This is an optimization exercise on Yosys and OpenROAD, whose aim is a short achievable clock period and few clock cycles, not a production implementation. Function was checked by simulation only, so behaviour that the tests miss may differ from the original. Power figures rest on the tool's default switching activity, not on a simulated workload.

**config.mk**
```make
export PLATFORM = sky130hd
export DESIGN_NAME = Pipeline_top
export DESIGN_NICKNAME = Pipeline_top
export VERILOG_FILES = /design/flow/design.v
export SDC_FILE = /design/flow/constraint.sdc
export NUM_CORES = 4
export LEC_CHECK = 0
export CAP_MARGIN = 20
export CORE_MARGIN = 2
export CORE_UTILIZATION = 40
export PLACE_DENSITY = 0.6
export SLEW_MARGIN = 20
```
**constraint.sdc**
```tcl
create_clock -name core_clock -period 8.0 [get_ports {clk}]
set_input_delay 1.6000 -clock core_clock [delete_from_list [all_inputs] [get_ports {clk}]]
set_output_delay 1.6000 -clock core_clock [all_outputs]
set_load 0.01 [all_outputs]
```
**design.v**
```verilog
`timescale 1ns / 1ps
module Pipeline_top(clk,rst,imem_addr,imem_rdata,dmem_addr,dmem_wdata,dmem_we,dmem_rdata);
input clk,rst;
output [31:0] imem_addr;
input  [31:0] imem_rdata;
output [31:0] dmem_addr;
output [31:0] dmem_wdata;
output dmem_we;
input  [31:0] dmem_rdata;
localparam [6:0] OP_R = 7'b0110011, OP_I = 7'b0010011, OP_L = 7'b0000011,
                 OP_S = 7'b0100011, OP_B = 7'b1100011, OP_J = 7'b1101111;
wire        stall;           
wire        redir;           
wire [31:0] redir_pc;        
reg  [11:1] fpc;
wire [31:0] fi = imem_rdata;
assign imem_addr = {20'h00000, fpc, 1'b0};
wire f_jal  = (fi[6:0] == OP_J);
wire f_beq  = (fi[6:0] == OP_B);
wire f_take = f_jal | (f_beq & ((fi[19:15] == fi[24:20]) | fi[31]));
wire [11:1] f_seq = fpc + 11'd2;
wire [11:1] f_tgt_j = fpc + {fi[20], fi[30:21]};
wire [11:1] f_tgt_b = fpc + {fi[7], fi[30:25], fi[11:8]};
always @(posedge clk or negedge rst)
  if (!rst)          fpc <= 11'd0;
  else if (redir)    fpc <= redir_pc[11:1];
  else if (stall)    fpc <= fpc;
  else if (f_take)   fpc <= f_jal ? f_tgt_j : f_tgt_b;
  else               fpc <= f_seq;
reg        vD;           
reg [31:0] iD;
reg        ptD;          
reg        newD;         
reg [31:0] rpc;
reg [31:0] pcD;
always @(posedge clk or negedge rst)
  if (!rst) begin
    vD <= 1'b0; newD <= 1'b1; rpc <= 32'h0;
  end else if (redir) begin
    vD <= 1'b0; newD <= 1'b1; rpc <= redir_pc;
  end else if (!stall) begin
    vD <= 1'b1; newD <= 1'b0;
  end
wire [6:0] opD = iD[6:0];
wire [4:0] rdD = iD[11:7];
wire [4:0] rs1D = iD[19:15];
wire [4:0] rs2D = iD[24:20];
wire [2:0] f3D = iD[14:12];
wire isR = (opD == OP_R);
wire isI = (opD == OP_I);
wire isL = (opD == OP_L);
wire isS = (opD == OP_S);
wire isB = (opD == OP_B);
wire isJ = (opD == OP_J);
wire [31:0] immI = {{20{iD[31]}}, iD[31:20]};
wire [31:0] immS = {{20{iD[31]}}, iD[31:25], iD[11:7]};
wire [31:0] immB = {{20{iD[31]}}, iD[7], iD[30:25], iD[11:8], 1'b0};
wire [31:0] immJ = {{12{iD[31]}}, iD[19:12], iD[20], iD[30:21], 1'b0};
wire [31:0] pcD4   = pcD + 32'd4;
wire [31:0] pcDimm = pcD + (iD[3] ? immJ : immB);
wire [31:0] pcF    = newD ? rpc : (ptD ? pcDimm : pcD4);
always @(posedge clk)
  if (!stall) begin
    iD  <= fi;
    ptD <= f_take;
    pcD <= pcF;
  end
reg  [31:0] rf [1:31];
reg         wrW;
reg  [4:0]  rdW;
reg  [31:0] resW;
always @(posedge clk)
  if (wrW) rf[rdW] <= resW;
wire [31:0] rd1 = (rs1D == 5'd0) ? 32'h0 : (wrW & (rdW == rs1D)) ? resW : rf[rs1D];
wire [31:0] rd2 = (rs2D == 5'd0) ? 32'h0 : (wrW & (rdW == rs2D)) ? resW : rf[rs2D];
wire use1 = isR | isI | isL | isS | isB;
wire use2 = isR | isS | isB;
wire wrD  = vD & (isR | isI | isL | isJ) & (rdD != 5'd0);
wire useImm = isI | isL | isS | isJ;
reg        wrE, ldE, stE, brE;
reg  [4:0] rdE;
reg        wrM, ldM, stM;
reg  [4:0] rdM;
reg  [31:0] resM;
assign stall = vD & ldE & wrE & ((use1 & (rdE == rs1D)) | (use2 & (rdE == rs2D)));
wire go = vD & ~stall & ~redir;
wire a_m = use1 & wrE & (rdE == rs1D);
wire a_w = use1 & wrM & (rdM == rs1D) & ~a_m;
wire r2_m = use2 & wrE & (rdE == rs2D);
wire r2_w = use2 & wrM & (rdM == rs2D) & ~r2_m;
wire alu_slt = (isR | isI) & (f3D == 3'b010);
wire alu_or  = (isR | isI) & (f3D == 3'b110);
wire alu_and = (isR | isI) & (f3D == 3'b111);
wire alu_sub = isR & iD[30] & ~alu_slt & ~alu_or & ~alu_and;
wire alu_add = ~alu_slt & ~alu_or & ~alu_and & ~alu_sub;
wire [31:0] immD = isJ ? pcD4 : isS ? immS : immI;
reg [31:0] aE, bE, sdE, altE;
reg        am_E, aw_E, bm_E, bw_E, sm_E, sw_E;
reg        addE, subE, andE, orE, sltE, ptE;
always @(posedge clk or negedge rst)
  if (!rst) begin
    wrE <= 1'b0; ldE <= 1'b0; stE <= 1'b0; brE <= 1'b0;
  end else begin
    wrE <= go & wrD;
    ldE <= go & isL;
    stE <= go & isS;
    brE <= go & isB;
  end
always @(posedge clk) begin
  rdE  <= rdD;
  aE   <= isJ ? 32'h0 : rd1;
  bE   <= useImm ? immD : rd2;
  sdE  <= rd2;
  am_E <= a_m & ~isJ;
  aw_E <= a_w & ~isJ;
  bm_E <= r2_m & ~useImm;
  bw_E <= r2_w & ~useImm;
  sm_E <= r2_m;
  sw_E <= r2_w;
  addE <= alu_add;
  subE <= alu_sub;
  andE <= alu_and;
  orE  <= alu_or;
  sltE <= alu_slt;
  ptE  <= ptD;
  altE <= ptD ? pcD4 : pcDimm;
end
wire [31:0] A  = am_E ? resM : aw_E ? resW : aE;
wire [31:0] B  = bm_E ? resM : bw_E ? resW : bE;
wire [31:0] SD = sm_E ? resM : sw_E ? resW : sdE;
wire [31:0] sum = A + B;
wire [31:0] dif = A - B;
wire        lt  = (A[31] ^ B[31]) ? A[31] : dif[31];
wire [31:0] res = ({32{addE}} & sum) | ({32{subE}} & dif) | ({32{andE}} & (A & B)) |
                  ({32{orE}} & (A | B)) | {31'h0, sltE & lt};
wire eq = (A == B);
assign redir    = brE & (eq ^ ptE);
assign redir_pc = altE;
reg [31:0] sdM;
always @(posedge clk or negedge rst)
  if (!rst) begin
    wrM <= 1'b0; ldM <= 1'b0; stM <= 1'b0;
  end else begin
    wrM <= wrE; ldM <= ldE; stM <= stE;
  end
always @(posedge clk) begin
  rdM  <= rdE;
  resM <= res;
  sdM  <= SD;
end
assign dmem_addr  = resM;
assign dmem_wdata = sdM;
assign dmem_we    = stM;
always @(posedge clk or negedge rst)
  if (!rst) wrW <= 1'b0;
  else      wrW <= wrM;
always @(posedge clk) begin
  rdW  <= rdM;
  resW <= ldM ? dmem_rdata : resM;
end
endmodule
```
**run.sh**
```bash
#!/bin/bash
# synth_recipe.tcl (not shown) runs the flow's synth.tcl, then flattens the netlist and writes it again
# the make line also repeats each setting of config.mk as NAME=value (left out here)
make -C /OpenROAD-flow-scripts/flow DESIGN_CONFIG=/design/flow/config.mk WORK_HOME=/design/flow/orfs CLKGATE_MAP_FILE= SYNTH_SCRIPT=/design/flow/synth_recipe.tcl finish
```
==> results.json, run 1 <==
{
  "fin_crit_sh": 0.712,
  "path_class": "reg -> reg",
  "leakagePower_nw": 26.6,
  "first_iter_violations": 5472,
  "num_antenna_cells": 0,
  "status": "finished clean",
  "gp_congestion": 0.964,
  "finalSetupTns_ns": 0,
  "clock_latency_ns": 0.79,
  "final.setup_skew_ns": 0.0281,
  "p_switching_w": 0.00619,
  "dr.pass1.iters": 6,
  "drive_gt1_frac": 0.176,
  "hpwl_um": 140000,
  "timing.rr.start": "aw_E",
  "fp.dieH_um": 417,
  "synth_edf_count": 1057,
  "start_util": 0.402,
  "max_stage_delay_ns": 0.77,
  "clock_power_share": 0.338,
  "maxCapViolations": 0,
  "worstMarginPinSlew_ns": 1.13,
  "post-place-ws_ns": 2.43,
  "synthArstFlopShare": 0.0388,
  "worstHoldPathType": "reg -> reg",
  "core-area_um2": 169000,
  "grt.total_usage": 0.269,
  "grt.overflow.total": 0,
  "slew_viol_final": 0,
  "cts_tree": "yes",
  "path_max_fanout": 45,
  "fin_nets": 5264,
  "cts_htree_levels": 4,
  "drc": 0,
  "sw_frac_of_total": 0.303,
  "synth-seq-area-share": 0.560,
  "reg2reg_to": "ldE",
  "cts-hold-fix-buffers": 0,
  "peakVddDrop_uv": 191,
  "hold_start": "stE",
  "root_buffer": "clkbuf_16",
  "crit_slowest_cell": "dfxtp_2",
  "worst_slack_ns": 2.30,
  "fin_crit_ns": 5.70,
  "wl_um": 238000,
  "min_to": "stM",
  "ios": 163,
  "ant_nets": 0,
  "ys.flop_type": "edfxtp_1",
  "yosys_warnings": 1,
  "path_clk_slew_ns": 0.06,
  "arrival_ns": 6.37,
  "hold_depth": 0,
  "max_freq_ghz": 0.176,
  "hold_violations": 0,
  "rsz0062_at_grt": "no",
  "path_cells": "buf_4 > mux2i_1 > o21a_1 > ha_1 > nor3_1 > nand2_1 > nor2_1 > nand4_1 > nor3_1 > xnor2_1 > nor2b_4 > buf_4 > inv_2 > nand3_1 > nor4b_1",
  "crit_required_ns": 8.68,
  "end_kind": "flop",
  "critical-path-top-delay-family": "simple AND/OR/NAND/NOR gates",
  "grt_pass1_wl_um": 336000,
  "final_cell_mix": "edfxtp_1, nand2_1, mux4_2",
  "die_area_um2": 174000,
  "synth.distinct_cells": 94,
  "syn_inst": 5004,
  "grt_antenna_before_repair": 4,
  "cts_buffers": 146,
  "cts_sinks": 1366,
  "ctsResizeCount": 0,
  "path_buf_inv": 3,
  "r2r_slack_ns": 2.30,
  "clockBufferDepth": 3,
  "wl_met1_um": 94500,
  "viasPerCell": 6.30,
  "dr_wl_met2_um": 111000,
  "die_x_um": 417,
  "routedWlPerCell_um": 32.1,
  "syn_area_um2": 68200,
  "power_frac_comb": 0.201,
  "startpoint_type": "flop",
  "grt_max_degree": 109,
  "vias": 46600,
  "syn_area_per_cell_um2": 13.6,
  "highest_layer": "met5",
  "port_buffers": 141,
  "wl_met3_um": 20200,
  "setup_viol": 0,
  "slew_headroom": 0.245,
  "grt_pass1_vias": 45900,
  "intPower_w": 0.0143,
  "areaGrowthSynthToFinish_pct": 12.9,
  "rows": 151,
  "seqPwrFrac": 0.461,
  "p_per_area_nw_per_um2": 266,
  "r2r_cells": 15,
  "final_common_cell": "edfxtp_1",
  "synth_seq_cells": 1366,
  "post_cts_buffers": 0
}
-- power groups by stage --
stage          Clock, W  Combinational [W]  Sequential (W)
2_1_floorplan         0            0.00232         0.00953
3_3_place_gp          0            0.00402         0.00955
3_5_place_dp          0            0.00405         0.00955
4_1_cts         0.00698            0.00407         0.00940
5_1_grt         0.00726            0.00442         0.00947
6_report        0.00692            0.00411         0.00942
-- routing by layer --
layer | up-vias | global-route usage
met2 | 2376 | 0.429
met5 | - | 0.00139
met3 | 537 | 0.0510
li1 | 19600 | -
met1 | 24000 | 0.356
met4 | 4 | 0.123
-- logic make-up after synthesis --
group | share of synthesized area
buffers and inverters | 0.0314
and+or+nand+nor | 0.0624
DFF | 0.560
muxes | 0.203
AOI/OAI and AO/OA | 0.102
other | 0.0000550
adders and majority gates | 0.0266
xor gates and xnor gates | 0.0144
-- metrics by stage --
step / cell area [µm²] / hold slack [ns] / utilization / power, W / cells
2_1_floorplan: 68300 / 0.331 / - / 0.0118 / 5024
3_3_place_gp: 72200 / 0.354 / 0.426 / 0.0136 / 7125
3_5_place_dp: 72200 / 0.353 / 0.426 / 0.0136 / 7126
4_1_cts: 77000 / 0.365 / 0.454 / 0.0205 / 7396
5_1_grt: 77000 / 0.376 / 0.454 / 0.0211 / 7396
6_report: 77000 / 0.358 / 0.454 / 0.0205 / 7396
-- Yosys cell counts, drive strengths merged, types with 50 or more instances --
cell type,number,share of area
edfxtp,1057,0.47
nand2,425,0.023
mux4,411,0.14
mux2i,400,0.059
nor2,287,0.016
dfxtp,256,0.075
clkbuf,223,0.012
a21oi,219,0.016
o21ai,189,0.014
a211oi,168,0.018
buf,156,0.012
ha,137,0.025
inv,129,0.0071
o221ai,86,0.011
o21a,78,0.0086
o22ai,73,0.0067
nor3,66,0.0051
xnor2,56,0.0072
xor2,56,0.0072
mux2,54,0.0089
dfrtp,52,0.019
nand3,52,0.0038
a21o,50,0.0055
-- how the worst max path moves through the flow --
stage                  startpoint      end  slack (ns)  depth (start not counted)
finish                       aw_E      ldE        2.30                         15
global route                 aw_E      ldE        2.08                         15
CTS                          aw_E      ldE        2.41                         15
detailed placement           aw_E      ldE        2.43                         15
global placement          resW[6]      ldE        2.49                         13
floorplan           imem_rdata[5]  fpc[10]        3.65                         14
-- worst reg2reg max path: cells and delay by family (launching register included) --
| kind | cells | cell delay (ns) |
|---|---|---|
| AOI/OAI and AO/OA | 1 | 0.21 |
| xor gates and xnor gates | 1 | 0.25 |
| adders and majority gates | 1 | 0.44 |
| buffers and inverters | 3 | 1.40 |
| DFF | 1 | 0.77 |
| muxes | 1 | 0.16 |
| and+or+nand+nor | 8 | 2.37 |
-- area by class of cell --
type                       count  area [µm²]
sequential                  1366       38200
inverter                     130         488
clock buffer                 198        4080
clock inverter                72         751
timing repair buffer         263        2440
tap                         2218        2780
fill                       14900       92500
multi-input combinational   3149       28200
-- state kept, by name (all words and copies together), names as in the netlist, 11 cells and up, named ones only --
signal / cells
resW: 32
sdM: 32
rf: 992
aE: 32
pcD: 32
rpc: 32
resM: 32
altE: 32
sdE: 32
fpc: 11
iD: 32
bE: 32
Testbench counts, summed over its fixed seeds: cycles 19,944.
==> inputs of run 2 (changes only) <==
--- a/design.v
+++ b/design.v
@@ -21,12 +21,15 @@
 wire [11:1] f_seq = fpc + 11'd2;
 wire [11:1] f_tgt_j = fpc + {fi[20], fi[30:21]};
 wire [11:1] f_tgt_b = fpc + {fi[7], fi[30:25], fi[11:8]};
+wire s_j = ~redir & ~stall & f_jal;
+wire s_b = ~redir & ~stall & f_take & ~f_jal;
+wire s_s = ~redir & ~stall & ~f_take;
+wire s_h = ~redir & stall;
+wire [11:1] fpc_n = ({11{redir}} & redir_pc[11:1]) | ({11{s_h}} & fpc) |
+                    ({11{s_j}} & f_tgt_j) | ({11{s_b}} & f_tgt_b) | ({11{s_s}} & f_seq);
 always @(posedge clk or negedge rst)
-  if (!rst)          fpc <= 11'd0;
-  else if (redir)    fpc <= redir_pc[11:1];
-  else if (stall)    fpc <= fpc;
-  else if (f_take)   fpc <= f_jal ? f_tgt_j : f_tgt_b;
-  else               fpc <= f_seq;
+  if (!rst) fpc <= 11'd0;
+  else      fpc <= fpc_n;
 reg        vD;           
 reg [31:0] iD;
 reg        ptD;          
@@ -36,10 +39,13 @@
 always @(posedge clk or negedge rst)
   if (!rst) begin
     vD <= 1'b0; newD <= 1'b1; rpc <= 32'h0;
-  end else if (redir) begin
-    vD <= 1'b0; newD <= 1'b1; rpc <= redir_pc;
-  end else if (!stall) begin
-    vD <= 1'b1; newD <= 1'b0;
+  end else begin
+    rpc <= redir_pc;
+    if (redir) begin
+      vD <= 1'b0; newD <= 1'b1;
+    end else if (!stall) begin
+      vD <= 1'b1; newD <= 1'b0;
+    end
   end
 wire [6:0] opD = iD[6:0];
 wire [4:0] rdD = iD[11:7];
@@ -77,13 +83,18 @@
 wire use2 = isR | isS | isB;
 wire wrD  = vD & (isR | isI | isL | isJ) & (rdD != 5'd0);
 wire useImm = isI | isL | isS | isJ;
-reg        wrE, ldE, stE, brE;
+reg        wrE0, ldE0, stE0, brE0, sqE;
+wire       wrE = wrE0 & ~sqE;
+wire       ldE = ldE0 & ~sqE;
+wire       stE = stE0 & ~sqE;
+wire       brE = brE0 & ~sqE;
 reg  [4:0] rdE;
 reg        wrM, ldM, stM;
 reg  [4:0] rdM;
 reg  [31:0] resM;
 assign stall = vD & ldE & wrE & ((use1 & (rdE == rs1D)) | (use2 & (rdE == rs2D)));
-wire go = vD & ~stall & ~redir;
+wire go = vD & ~stall;
+wire [31:0] resW_n = ldM ? dmem_rdata : resM;
 wire a_m = use1 & wrE & (rdE == rs1D);
 wire a_w = use1 & wrM & (rdM == rs1D) & ~a_m;
 wire r2_m = use2 & wrE & (rdE == rs2D);
@@ -95,28 +106,26 @@
 wire alu_add = ~alu_slt & ~alu_or & ~alu_and & ~alu_sub;
 wire [31:0] immD = isJ ? pcD4 : isS ? immS : immI;
 reg [31:0] aE, bE, sdE, altE;
-reg        am_E, aw_E, bm_E, bw_E, sm_E, sw_E;
+reg        am_E, bm_E, sm_E;
 reg        addE, subE, andE, orE, sltE, ptE;
 always @(posedge clk or negedge rst)
   if (!rst) begin
-    wrE <= 1'b0; ldE <= 1'b0; stE <= 1'b0; brE <= 1'b0;
+    wrE0 <= 1'b0; ldE0 <= 1'b0; stE0 <= 1'b0; brE0 <= 1'b0; sqE <= 1'b0;
   end else begin
-    wrE <= go & wrD;
-    ldE <= go & isL;
-    stE <= go & isS;
-    brE <= go & isB;
+    wrE0 <= go & wrD;
+    ldE0 <= go & isL;
+    stE0 <= go & isS;
+    brE0 <= go & isB;
+    sqE  <= redir;
   end
 always @(posedge clk) begin
   rdE  <= rdD;
-  aE   <= isJ ? 32'h0 : rd1;
-  bE   <= useImm ? immD : rd2;
-  sdE  <= rd2;
+  aE   <= isJ ? 32'h0 : a_w ? resW_n : rd1;
+  bE   <= useImm ? immD : r2_w ? resW_n : rd2;
+  sdE  <= r2_w ? resW_n : rd2;
   am_E <= a_m & ~isJ;
-  aw_E <= a_w & ~isJ;
   bm_E <= r2_m & ~useImm;
-  bw_E <= r2_w & ~useImm;
   sm_E <= r2_m;
-  sw_E <= r2_w;
   addE <= alu_add;
   subE <= alu_sub;
   andE <= alu_and;
@@ -125,9 +134,9 @@
   ptE  <= ptD;
   altE <= ptD ? pcD4 : pcDimm;
 end
-wire [31:0] A  = am_E ? resM : aw_E ? resW : aE;
-wire [31:0] B  = bm_E ? resM : bw_E ? resW : bE;
-wire [31:0] SD = sm_E ? resM : sw_E ? resW : sdE;
+wire [31:0] A  = am_E ? resM : aE;
+wire [31:0] B  = bm_E ? resM : bE;
+wire [31:0] SD = sm_E ? resM : sdE;
 wire [31:0] sum = A + B;
 wire [31:0] dif = A - B;
 wire        lt  = (A[31] ^ B[31]) ? A[31] : dif[31];
@@ -156,6 +165,6 @@
   else      wrW <= wrM;
 always @(posedge clk) begin
   rdW  <= rdM;
-  resW <= ldM ? dmem_rdata : resM;
+  resW <= resW_n;
 end
 endmodule
--- a/config.mk
+++ b/config.mk
@@ -5,8 +5,11 @@
 export SDC_FILE = /design/flow/constraint.sdc
 export NUM_CORES = 4
 export LEC_CHECK = 0
+export ABC_CLOCK_PERIOD_IN_PS = 2500
 export CAP_MARGIN = 20
 export CORE_MARGIN = 2
 export CORE_UTILIZATION = 40
 export PLACE_DENSITY = 0.6
+export SETUP_SLACK_MARGIN = 5
 export SLEW_MARGIN = 20
+export TNS_END_PERCENT = 100
==> run 2 against run 1 <==
Routed wire length shrank 0.39%. Non-clock buffer count grew 274. Combinational power grew 28%. Register-to-register slack gained 1.8 ns. Core utilization grew 4.1 points. Synthesized cell count shrank 8.6%. Flip-flop and latch count grew 3. Cell count shrank 1.5%. Critical endpoint is now resM[31]. Design area grew 7.8%. Sequential share of layout area shrank 3.3 points. Fmax grew 46%. Largest cell class unchanged.
==> results.json, run 2 <==
{
  "status": "finished clean",
  "startpoint_type": "flop",
  "sw_frac_of_total": 0.317,
  "wl_um": 237000,
  "synth_seq_cells": 1369,
  "rsz0062_at_grt": "yes",
  "routedWlPerCell_um": 32.5,
  "power_frac_comb": 0.238,
  "largest_register": "rf",
  "clock_power_share": 0.304,
  "final.setup_skew_ns": 0.0395,
  "drive_gt1_frac": 0.349,
  "reg2reg_to": "resM[31]",
  "start_util": 0.403,
  "leakagePower_nw": 28.8,
  "min_to": "rpc[17]",
  "hold_violations": 0,
  "synth_top_cell_area_share": 0.470,
  "hold_depth": 0,
  "final_area_um2": 83000,
  "hold_start": "altE[17]",
  "fin_nets": 5167,
  "r2r_slack_ns": 4.09,
  "first_iter_violations": 5957,
  "syn_inst": 4575,
  "synth.most_common_cell": "edfxtp_1",
  "vias": 45500,
  "final_common_cell": "edfxtp_1",
  "areaGrowthSynthToFinish_pct": 22.8,
  "synth.distinct_cells": 91,
  "cts_buffers": 150,
  "cts_htree_levels": 4,
  "syn_area_per_cell_um2": 14.8,
  "clock_latency_ns": 0.81,
  "p_per_area_nw_per_um2": 267,
  "peakVddDrop_uv": 180,
  "maxCapViolations": 0,
  "gp_congestion": 0.955,
  "synth-seq-area-share": 0.566,
  "fin_crit_sh": 0.489,
  "intPower_w": 0.0151,
  "synth_largest_area_cell": "edfxtp_1",
  "viasPerCell": 6.25,
  "grt.total_usage": 0.263,
  "max_freq_ghz": 0.256,
  "port_buffers": 141,
  "synth_common_cells": "edfxtp_1, mux4_2, nand2_1",
  "grt.overflow.total": 0,
  "die_area_um2": 172000,
  "worstHoldPathType": "reg -> reg",
  "synth_edf_count": 1057,
  "p_switching_w": 0.00700,
  "ys.flop_type": "edfxtp_1",
  "end_kind": "flop",
  "hpwl_um": 131000,
  "grt_pass1_wl_um": 326000,
  "slew_headroom": 0.158,
  "drc": 0,
  "crit_required_ns": 8.69,
  "fp.dieH_um": 415,
  "crit_slowest_cell": "dfxtp_4",
  "path_clk_slew_ns": 0.07,
  "ios": 163,
  "syn_area_um2": 67600,
  "cts_sinks": 1369,
  "yosys_warnings": 1,
  "path_class": "reg -> reg",
  "die_x_um": 415,
  "final_cell_mix": "edfxtp_1, mux4_2, nand2_1",
  "largest_reg_flops": 992,
  "grt_max_degree": 65,
  "synth.area.top_cells": "edfxtp_1, mux4_2, dfxtp_1, mux2i_1, ha_1",
  "core-area_um2": 168000,
  "dr.pass1.iters": 7,
  "rows": 150,
  "cp_common_cell": "a221o_1",
  "synthArstFlopShare": 0.0394,
  "slew_viol_final": 0,
  "max_stage_delay_ns": 0.47,
  "r2r_cells": 15,
  "path_max_fanout": 7,
  "clockBufferDepth": 3,
  "arrival_ns": 4.60,
  "timing.rr.start": "am_E",
  "placed_cell_area_um2": 72000,
  "path_cells": "buf_12 > mux2i_4 > buf_4 > buf_6 > inv_1 > ha_4 > a211oi_2 > o211ai_1 > a32oi_2 > o21ai_2 > a221o_1 > a221oi_4 > o31ai_2 > xor2_1 > a221o_1",
  "finalSetupTns_ns": 0,
  "seqPwrFrac": 0.458,
  "power.total_w": 0.0221,
  "grt_antenna_before_repair": 7,
  "cts_tree": "yes",
  "grt_pass1_vias": 44000,
  "setup_viol": 0,
  "worstMarginPinSlew_ns": 1.23,
  "root_buffer": "clkbuf_16",
  "ant_nets": 0,
  "fin_crit_ns": 3.91
}
==> run 2: how the worst max path moves through the flow <==
stage / from / end / slack [ns] / cells past startpoint
after floorplan: bm_E / resM[31] / 4.47 / 18
after global placement: bm_E / fpc[7] / 2.42 / 12
after detailed placement: bm_E / fpc[1] / 2.40 / 11
after CTS: am_E / fpc[1] / 4.12 / 12
after global routing: am_E / fpc[1] / 4.06 / 12
final: am_E / resM[31] / 4.09 / 15
==> run 2: logic make-up after synthesis <==
family,Yosys count,share of synthesized area
simple gates,773,0.0525
other cells,1,0.0000555
compound gates,803,0.0761
buf+inv,498,0.0313
xor+xnor,125,0.0162
fa+ha+maj,148,0.0281
flops,1369,0.566
mux,858,0.230
==> run 2: metrics by stage <==
| step | utilization | hold WS, ns | worst slack [ns] | cells |
|---|---|---|---|---|
| after floorplan | - | 0.316 | 4.47 | 4595 |
| after global placement | 0.429 | 0.317 | 2.42 | 6693 |
| after detailed placement | 0.429 | 0.320 | 2.40 | 6694 |
| after CTS | 0.480 | 0.321 | 4.12 | 7157 |
| after global routing | 0.495 | 0.328 | 4.06 | 7283 |
| final | 0.495 | 0.323 | 4.09 | 7285 |
==> run 2: power by group through the flow <==
stage               logic [W]  registers [W]  clock network [W]
floorplan             0.00254        0.00971                  0
global placement      0.00379         0.0102                  0
detailed placement    0.00379         0.0103                  0
CTS                   0.00461         0.0101            0.00682
global route          0.00553         0.0102            0.00709
finish                0.00525         0.0101            0.00673
==> run 2: final cells by class <==
| type | count | area [µm²] |
|---|---|---|
| Clock inverter | 78 | 659 |
| Fill cell | 13900 | 84600 |
| Inverter | 163 | 631 |
| Timing Repair Buffer | 537 | 6180 |
| Tap cell | 2204 | 2760 |
| Antenna cell | 2 | 5.00 |
| Multi-Input combinational cell | 2732 | 30300 |
| Sequential cell | 1369 | 38500 |
| Clock buffer | 200 | 4060 |
==> run 2: per-layer routing <==
metal | GRT usage | vias up | wire length [µm]
met1 | 0.355 | 23800 | 92500
li1 | - | 18800 | -
met5 | 0 | - | 26
met3 | 0.0559 | 475 | 22600
met4 | 0.105 | 4 | 10200
met2 | 0.416 | 2477 | 111000
==> run 2: worst max-delay path: cells and delay by family (launching register included) <==
kind	cells	cell delay [ns]
buffers and inverters	4	0.46
muxes	1	0.28
DFF	1	0.47
xor gates and xnor gates	1	0.20
AOI/OAI and AO/OA	8	2.16
adders and majority gates	1	0.18
==> run 2: repair_timing <==
action / in CTS / in global routing
cloned: 23 / 16
buffers inserted: 162 / 109
resized for setup: 747 / 273
setup endpoints to repair: 360 / 219
hold buffers: 0 / 0
pin swaps: 105 / 110
Testbench counts of run 2, summed over its fixed seeds: cycles 19,944.

-- afterwards: timing with drivers on the ports --
The flow's constraints put no driver on any port. The routed layouts listed below were extracted and timed again, unchanged, in two steps. Step 1 assumes that a clkbuf_16 drives the clock port and a buf_2 every other input. Step 2 moves the port delays by t, midway between the first and last clock arrival at a register: inputs arrive t later, outputs are due t later. That takes back most of the time a late clock gives input paths. Slacks: ideal / step 1 / step 2; pairs: ideal / step 1.
run | t, ns | slack for setup (ns) | worst data-port slew with drivers (ns) | pins driven straight from the clock port
run 1 | 0.849 | 2.305 / 2.305 / 2.305 | 0.05 | 1
run 2 | 0.883 | 4.092 / 4.092 / 3.496 | 0.08 | 1
After both steps setup and hold are still met in every run listed. The setup slack of run 2, which loses most, moves by 0.000 ns with the drivers and by -0.596 ns with both steps.
